Background: an optimization exercise with open tools, aiming at small area, a short achievable clock period and few clock cycles per item. Do not read the settings as production practice. Function was checked by simulation only, so behaviour that the tests miss may differ from the original. Power figures rest on the tool's default switching activity, not on a simulated workload.

==> flow/design.v <==
`timescale 1ns / 1ps
module multiplier #(parameter N =16)
(
    input [N-1:0] A,
    input [N-1:0] B,
	 input start,
	 input clk,
    output  reg[(2*N)-1:0] Q,
    output  reg done
    ); 
	 reg[((2*N)-1):0] D ;
	 reg[N-1:0] C;
	 reg [N-1:0] i;
	 reg[(2*N)-1:0] result;
	 always@(posedge clk)
	 begin
	 if(start)
	 begin
	 if(i<N)
	 begin
	 if(C[0]==1)
	 begin
	 result<=(result+(D<<(i)));
	 C<=(C>>1);
	 i<=i+1;
	 end
	 else 
	 begin
	 i<=(i+1);
	 C<=(C>>1);
	 end
	 end
	 Q<=result;
	 done<=(i==N);
	 end
	 else 
	 begin
	 result<=0;
	 C<=B;
	 D<=A;
	 i<=0;
	 done<=0;
	 end
	 end
endmodule
==> flow/run.sh <==
#!/bin/bash
# synth_recipe.tcl (not shown) runs the flow's synth.tcl, then flattens the netlist and writes it again
# the make line also repeats each setting of config.mk as NAME=value (left out here)
make -C /OpenROAD-flow-scripts/flow DESIGN_CONFIG=/design/flow/config.mk WORK_HOME=/design/flow/orfs CLKGATE_MAP_FILE= SYNTH_SCRIPT=/design/flow/synth_recipe.tcl finish
==> flow/config.mk <==
export PLATFORM = sky130hd
export DESIGN_NAME = multiplier
export DESIGN_NICKNAME = multiplier
export VERILOG_FILES = /design/flow/design.v
export SDC_FILE = /design/flow/constraint.sdc
export NUM_CORES = 4
export LEC_CHECK = 0
export CAP_MARGIN = 20
export CORE_MARGIN = 2
export CORE_UTILIZATION = 40
export SLEW_MARGIN = 20
==> flow/constraint.sdc <==
create_clock -name core_clock -period 5.0 [get_ports {clk}]
set_input_delay 1.0000 -clock core_clock [delete_from_list [all_inputs] [get_ports {clk}]]
set_output_delay 1.0000 -clock core_clock [all_outputs]
set_load 0.01 [all_outputs]
==> impl_metrics.toml <==
[run_status]
outcome = "complete, no violations"

[global_routing]
grt_usage_pct = 19.0
antenna_found_initial = 0
grt_pass1_vias = 4999
grt_max_degree = 46
overflow = 0
grt_pass1_wl_mm = 26.1

[route]
firstDrtPassIters = 6
routed_wl_mm = 16.2
via_per_inst = 5.48
vias = 5276
drt_iter0_markers = 407
final_antenna_net_count = 0
wl_per_cell_um = 16.8
drcViolationCount = 0

[finish]
final_util_pct = 50.2
syn_to_final_growth_pct = 22.0
layout-drive-gt1-share_pct = 11.7
fillCellCount = 1476
diodes = 0
multi_input_area_sq_um = 3430
seqCellArea_sq_um = 2900
final_net_count = 801
fin_cells = 962

[critical_path]
crit_start = "i[10]"
reg2reg_depth = 18
crit_path_end = "result[28]"
critPathKind = "register to register"
r2r_end = "result[28]"
worstPathMaxFanout = 9
start_kind = "register"
rr_startpoint = "i[10]"
r2r_setup_slack_ps = 560
worstPathRequired_ps = 5290
endpoint_kind = "register"
cp_data_arrival_time_ps = 4740

[yosys]
ys_types = 70
synth_edf_count = 64
synth_seq_cells = 113
ys_async_sr_fraction_pct = 0
yosys.area.top_type = "edfxtp_1"
synth_flop_cell = "edfxtp_1"
yosysWarningCount = 1
synthCells = 675
syn_area_sq_um = 6560
syn_nets = 743
avgSynthCellArea_sq_um = 9.71
synth.area.top_cells = "edfxtp_1 29%, dfxtp_1 15%, ha_1 6.3%"
netlist.area_leader.share_pct = 29.3
yosysSeqAreaShare_pct = 44.3

[sta]
slew_headroom_pct = 36.4
rsz0062_at_grt = "false"
tightest_slew_ps = 954
finalHoldViolations = 0
fmax_mhz = 225
period_minus_slack_ps = 4440
setup_viol = 0
worst_slack_ps = 556
drv_slew = 0
setup_tns_ps = 0
fin_skew_ps = 8.14
period_share_pct = 88.9

[power]
design_power_total_w = 0.00333
p_per_area_nw_per_um2 = 416
leakagePower_nw = 3.10
ir_drop_uv = 222

[floorplan]
core_area_sq_um = 15900
io_pins = 67
die_w_um = 132
dieArea_sq_um = 17400
dieHeight_um = 132
start_util_pct = 41.1
fp-row-count = 46

[cts]
root_buffer = "clkbuf_16"
cts.clk_slew.worst_paths_ps = 50
cts_tree = "built"
h-tree-depth = 4
cts_setup_buffers = 0
cts_resized = 0
cts_sinks = 113
hold_buffers = 0
clock_path_buffers = 2
cts-buffers-inserted = 17
clk_latency_ps = 420

[place]
hpwl_mm = 11.8
pre_cts_slack_ps = 693
gp_congestion = 1.03
dp.cells = 930
io_buffers = 66

[worst_hold_path]
min_path_cells = 0
hold_path_class = "register to register"

[job]
maxCapViolations = 0
-- sequential cells by signal, summed over array words and instances, names as in the netlist --
| signal | cells |
|---|---|
| i | 16 |
| D | 16 |
| Q | 32 |
| C | 16 |
| result | 32 |
| done | 1 |
-- cell usage in the layout, fill, tap and decap left out, types with 3 or more instances in the layout --
master and instances:
nand2_1 67, clkdlybuf4s50_1 65, edfxtp_1 64, nor2_1 60
a21oi_1 50, dfxtp_1 48, ha_1 33, o21ai_0 25
nand3_1 25, and2_1 24, mux2i_1 23, mux2_2 21
clkbuf_16 17, nor3_1 15, xnor2_1 15, o21ai_1 13
nand4_1 12, a21o_1 12, buf_4 12, inv_1 11
nor4_1 9, xor2_1 8, a211oi_1 7, nor2b_1 6
nand2b_1 6, or3_1 6, a22oi_1 6, o211ai_1 5
clkinvlp_4 5, o22ai_1 4, o21a_1 4, nand3b_1 3
a211o_1 3, a31oi_1 3, clkbuf_8 3, clkinv_4 3
-- worst max-delay path: stages (launching register included) --
cell and delay [ps]:
dfxtp_1 310, nor4_1 350, and4_1 430, nand3_1 210, o21ai_0 390, nor2_1 80, a211oi_1 220, a21oi_1 80
nor2_1 140, ha_1 350, a21oi_4 240, nand2b_1 130, a32oi_1 140, a221o_1 340, a31o_4 230, a41oi_2 280
a21boi_1 120, mux2i_1 200, nand3_1 90
-- layout make-up --
class,instances,share of cell area (%)
tap,216,3.38
sequential,113,36.3
clock buffer,21,5.88
inverter,13,0.610
clock inverter,11,1.63
timing repair buffer,78,9.32
multi-input combinational,510,42.9
-- synth_stat cells (3+ instances only) --
| master | number |
|---|---|
| a211o_1 | 3 |
| a21o_1 | 12 |
| o211ai_1 | 5 |
| a211oi_1 | 7 |
| clkbuf_1 | 22 |
| o22ai_1 | 4 |
| a31oi_1 | 3 |
| nand3_1 | 25 |
| nand4_1 | 12 |
| xor2_1 | 8 |
| a22oi_1 | 6 |
| nor2b_1 | 6 |
| nand2_1 | 67 |
| dfxtp_1 | 49 |
| buf_1 | 4 |
| nor4_1 | 9 |
| buf_2 | 11 |
| o21ai_1 | 12 |
| and2_1 | 24 |
| o21a_1 | 4 |
| a21oi_1 | 50 |
| ha_1 | 33 |
| nor3_1 | 15 |
| mux2_2 | 21 |
| xnor2_1 | 15 |
| nand3b_1 | 3 |
| nor2_1 | 60 |
| o21ai_0 | 26 |
| or3_1 | 6 |
| mux2i_1 | 23 |
| edfxtp_1 | 64 |
| nand2b_1 | 6 |
| inv_1 | 11 |
-- metal layers --
layer  routed length [um]  vias up  global-route usage [%]
met5                    0        -                       0
met4                  400        0                    8.39
met3                  787       33                    4.00
met2                 7620      193                    30.6
met1                 7380     2442                    24.6
li1                     -     2608                       -
-- through the flow --
stage / hold WS (ps) / instance area, sq um
after floorplan: 429 / 6560
after global placement: 443 / 7400
after detailed placement: 446 / 7400
after CTS: 459 / 8000
after global routing: 468 / 8000
final: 459 / 8000
-- how the worst min path moves through the flow --
| stage | start | end | slack (ps) |
|---|---|---|---|
| 2_1_floorplan | result[31] | Q[31] | 430 |
| 3_3_place_gp | i[10] | i[10] | 440 |
| 3_5_place_dp | i[8] | i[8] | 450 |
| 4_1_cts | result[31] | Q[31] | 460 |
| 5_1_grt | result[31] | Q[31] | 470 |
| 6_report | result[31] | Q[31] | 460 |
-- power breakdown --
group	internal, W	total, W	switching (W)	leakage (nW)
combinational	0.000407	0.000935	0.000528	1.77
clock	0.000773	0.00122	0.000443	0.278
sequential	0.00110	0.00118	0.0000753	1.06
-- kinds of logic (layout without fill, tap and decap cells) --
family / after synthesis / in the layout / share of synthesized area [%]
compound gates: 163 / 163 / 16.7
xor+xnor: 23 / 23 / 3.07
fa+ha+maj: 34 / 34 / 6.60
buf+inv: 52 / 123 / 3.42
flops: 113 / 113 / 44.3
mux: 46 / 46 / 7.80
simple gates: 244 / 244 / 18.1
Testbench counts, summed over its fixed seeds: cycles 36,864, items 2,048.

## re-timing with driven ports
The results above use ideal ports. As a check the final layout listed here was re-extracted and re-timed, cells and wires unchanged.
Step 1, drivers: a clkbuf_16 drives clk and a buf_2 each remaining input, both assumed.
Step 2 times the ports against the registers' clock, not the clock port: input delays grow and output delays shrink by t, the midpoint of the rising clock arrivals with the driver on.
Slacks: ideal / step 1 / step 2; pairs: ideal / step 1.
t (ns): 0.458
setup WS [ns]: 0.556 / 0.556 / 0.556
hold WS [ns]: 0.459 / 0.459 / 0.459
worst setup path at the end: register to register
cell pins on the clock port's net: 1
After both steps setup and hold are still met in this run. The setup slack of this run moves by 0.000 ns with the drivers and by 0.000 ns with both steps.
